Context: an optimization exercise on an open-source flow, tuned for small area and a short achievable clock period. The choices shown serve that exercise and are no tape-out recipe.
Only simulation tests tie the RTL to the original design; equivalence was not proved.

v36:
## top_module
module top_module (
    input wire clk,
    input wire reset,
    input wire signed [15:0] x_in,
    input wire signed [15:0] d_in,
    output wire signed [15:0] y_out
);
Size in the first run: about 760 cells after synthesis, ~50 I/O pins, about 11000 µm² of cells after synthesis.
Settings: LEC_CHECK=0, CAP_MARGIN=20, CORE_MARGIN=2, CORE_UTILIZATION=45, SLEW_MARGIN=20; clock period 12.5 ns.
standard.sh (not shown) runs the stock make flow with config.mk's settings and CLKGATE_MAP_FILE= SYNTH_SCRIPT=/design/flow/synth_recipe.tcl, a recipe that flattens the netlist after the stock synthesis.
==> flow/flow/run.sh <==
#!/bin/bash
# The standard ORFS layout (standard.sh), with these changes to how the
# layout is made:
# - after the standard synthesis, flow/polarity.py picks the polarity of each
#   full adder and xor cell so that fewer inverters are needed (full adders are
#   self-dual; xor2 and xnor2 absorb inversions). Registers, ports and other
#   cells are untouched. Then Yosys re-maps the other combinational cells with
#   ABC (flow/remap.ys), so leftover inverters merge into gates; registers and
#   adders stay. Yosys proves the result equivalent to the standard netlist
#   (flow/equiv.ys); if it cannot, the standard netlist is used as is;
# - repair_timing aims for setup slack beyond the clock's own (SETUP_SLACK_MARGIN),
#   so the layout is optimised for a shorter achieved period;
# - port buffers are a plain buf_2 instead of the resizer's default pick;
# - CTS: clkbuf_16 root, clkbuf_8 leaf buffers, no dummy loads, clusters of at most
#   20 sinks within 60 um.
# The clock period and constraints (constraint.sdc) are the standard flow's, unchanged.
# Logs: make_synth.log, polarity.log, remap.log, equiv.log, make_standard.log here, and
# each ORFS step's log under orfs/logs.
set -euo pipefail
export SETUP_SLACK_MARGIN=9.0
export BUFFER_PORTS_ARGS="-buffer_cell sky130_fd_sc_hd__buf_2"
export CTS_ARGS="-sink_clustering_enable -repair_clock_nets -dont_use_dummy_load -root_buf sky130_fd_sc_hd__clkbuf_16 -buf_list sky130_fd_sc_hd__clkbuf_8 -sink_clustering_size 20 -sink_clustering_max_diameter 60"
RES="$PWD/orfs/results/$FLOW_PLATFORM/top_module/base"
YOSYS="$FLOW_HOME/../tools/install/yosys/bin/yosys"
LIB="$FLOW_HOME/platforms/$FLOW_PLATFORM/lib/sky130_fd_sc_hd__tt_025C_1v80.lib"

bash standard.sh "$RES/1_2_yosys.v" > make_synth.log 2>&1
mkdir -p pol
cp "$RES/1_2_yosys.v" pol/standard.v
cp "$LIB" pol/lib.lib
cp "$FLOW_HOME/scripts/abc_speed.script" flow/abc.constr pol/ 2>/dev/null || cp "$FLOW_HOME/scripts/abc_speed.script" pol/
if python3 flow/polarity.py pol/standard.v pol/polarity.v > polarity.log 2>&1 &&
   (cd pol && "$YOSYS" -s ../flow/remap.ys) > remap.log 2>&1 &&
   cp pol/remap.v pol/netlist.v &&
   (cd pol && "$YOSYS" -s ../flow/equiv.ys) > equiv.log 2>&1; then
  cp pol/netlist.v "$RES/1_2_yosys.v"
  echo "using the optimised netlist" >> polarity.log
else
  echo "using the standard netlist" >> polarity.log
fi
rm -f pol/lib.lib
touch "$RES/1_2_yosys.v"
bash standard.sh > make_standard.log 2>&1
==> flow/flow/abc.constr <==
set_driving_cell sky130_fd_sc_hd__buf_1
set_load 5
==> flow/flow/equiv.ys <==
# Proves the optimised netlist (netlist.v) equivalent to the standard synthesis's:
# registers and ports are paired by name, everything else is internal.
read_liberty -ignore_miss_func lib.lib
read_verilog standard.v
rename top_module gold
read_verilog netlist.v
rename top_module gate
flatten gold gate
async2sync
rename -hide gold/w:_*
rename -hide gate/w:_*
equiv_make gold gate equiv
equiv_simple -seq 1
equiv_induct
equiv_status -assert equiv
==> flow/flow/remap.ys <==
# Re-maps the combinational cells of flow/polarity.py's netlist with ABC, so
# the inverters left next to the full adders can merge into other gates.
# Registers, full and half adders stay as they are.
read_liberty -ignore_miss_func lib.lib
read_verilog polarity.v
hierarchy -top top_module
blackbox sky130_fd_sc_hd__fa_* sky130_fd_sc_hd__ha_* sky130_fd_sc_hd__df*
flatten
rename -hide w:*.*
opt_clean -purge
abc -script abc_speed.script -liberty lib.lib -D 12.5 -constr abc.constr -dont_use sky130_fd_sc_hd__probe_p_8 -dont_use sky130_fd_sc_hd__probec_p_8 -dont_use sky130_fd_sc_hd__lpflow_*
opt_clean -purge
splitnets
opt_clean -purge
stat -liberty lib.lib
write_verilog -noattr -noexpr -nohex -nodec remap.v
Other scripts of this flow, unchanged in this note and not shown: flow/flow/polarity.py
v36 went all the way through synthesis, placement and routing and the layout is clean on timing, DRC and antenna.
Input-level comparison between v33 and v36:
# v36
export LEC_CHECK = 0
export CAP_MARGIN = 20
export CORE_MARGIN = 2
export CORE_UTILIZATION = 45
export SLEW_MARGIN = 20
create_clock -name core_clock -period 12.5 [get_ports {clk}]
# v33
export LEC_CHECK = 0
export CAP_MARGIN = 20
export CORE_MARGIN = 2
export CORE_UTILIZATION = 45
export PLACE_DENSITY = 0.75
export SLEW_MARGIN = 20
create_clock -name core_clock -period 12.5 [get_ports {clk}]
diff --git a/flow/flow/run.sh b/flow/flow/run.sh
--- a/flow/flow/run.sh
+++ b/flow/flow/run.sh
@@ -6,6 +6,4 @@
 #   self-dual; xor2 and xnor2 absorb inversions). Registers, ports and other
-#   cells are untouched. Then Yosys re-maps the other combinational cells with
-#   ABC (flow/remap.ys), so leftover inverters merge into gates; registers and
-#   adders stay. Yosys proves the result equivalent to the standard netlist
-#   (flow/equiv.ys); if it cannot, the standard netlist is used as is;
+#   cells are untouched. Yosys proves the result equivalent to the standard
+#   netlist (flow/equiv.ys); if it cannot, the standard netlist is used as is;
 # - repair_timing aims for setup slack beyond the clock's own (SETUP_SLACK_MARGIN),
@@ -16,3 +14,3 @@
 # The clock period and constraints (constraint.sdc) are the standard flow's, unchanged.
-# Logs: make_synth.log, polarity.log, remap.log, equiv.log, make_standard.log here, and
+# Logs: make_synth.log, polarity.log, equiv.log, make_standard.log here, and
 # each ORFS step's log under orfs/logs.
@@ -30,9 +28,6 @@
 cp "$LIB" pol/lib.lib
-cp "$FLOW_HOME/scripts/abc_speed.script" flow/abc.constr pol/ 2>/dev/null || cp "$FLOW_HOME/scripts/abc_speed.script" pol/
 if python3 flow/polarity.py pol/standard.v pol/polarity.v > polarity.log 2>&1 &&
-   (cd pol && "$YOSYS" -s ../flow/remap.ys) > remap.log 2>&1 &&
-   cp pol/remap.v pol/netlist.v &&
    (cd pol && "$YOSYS" -s ../flow/equiv.ys) > equiv.log 2>&1; then
-  cp pol/netlist.v "$RES/1_2_yosys.v"
-  echo "using the optimised netlist" >> polarity.log
+  cp pol/polarity.v "$RES/1_2_yosys.v"
+  echo "using the polarity netlist" >> polarity.log
 else
diff --git a/flow/flow/equiv.ys b/flow/flow/equiv.ys
--- a/flow/flow/equiv.ys
+++ b/flow/flow/equiv.ys
@@ -1,2 +1,2 @@
-# Proves the optimised netlist (netlist.v) equivalent to the standard synthesis's:
+# Proves flow/polarity.py's netlist equivalent to the standard synthesis's:
 # registers and ports are paired by name, everything else is internal.
@@ -5,3 +5,3 @@
 rename top_module gold
-read_verilog netlist.v
+read_verilog polarity.v
 rename top_module gate
removed: flow/flow/abc.constr
removed: flow/flow/remap.ys
==> run notes <==
Changes observed in v33 relative to v36: worst setup slack has increased; fraction of area in non-clock buffers grew by 0.21 points; area after synthesis rose by about 0.9%.
Across v33 and v36, the outcome is the same: a clean finish for every run.

[what the ideal ports hide]
The flow's constraints put no driver on any port. The routed layouts listed below were extracted and timed again, unchanged, in two steps. Step 1 assumes that a clkbuf_16 drives the clock port and a buf_2 every other input. Step 2, shift: input delay + t, output delay - t, t = (earliest + latest rising clock arrival at the registers) / 2. This alone moves slack from input paths to output paths. Three values: no drivers, after step 1, after step 2; two values: the first two.
| run | t (ns) | setup slack, ns | worst hold slack (ns) | worst setup path after step 2 | worst slew at a driven data input, ns |
|---|---|---|---|---|---|
| v36 | 0.528 | 8.934 / 8.888 / 8.530 | 0.282 / 0.282 / 0.282 | input to register | 0.03 |
| v33 | 0.532 | 8.973 / 8.929 / 8.534 | 0.306 / 0.306 / 0.306 | input to register | 0.03 |
After both steps setup and hold are still met in every run listed. The setup slack of v33, which loses most, moves by -0.044 ns with the drivers and by -0.439 ns with both steps.
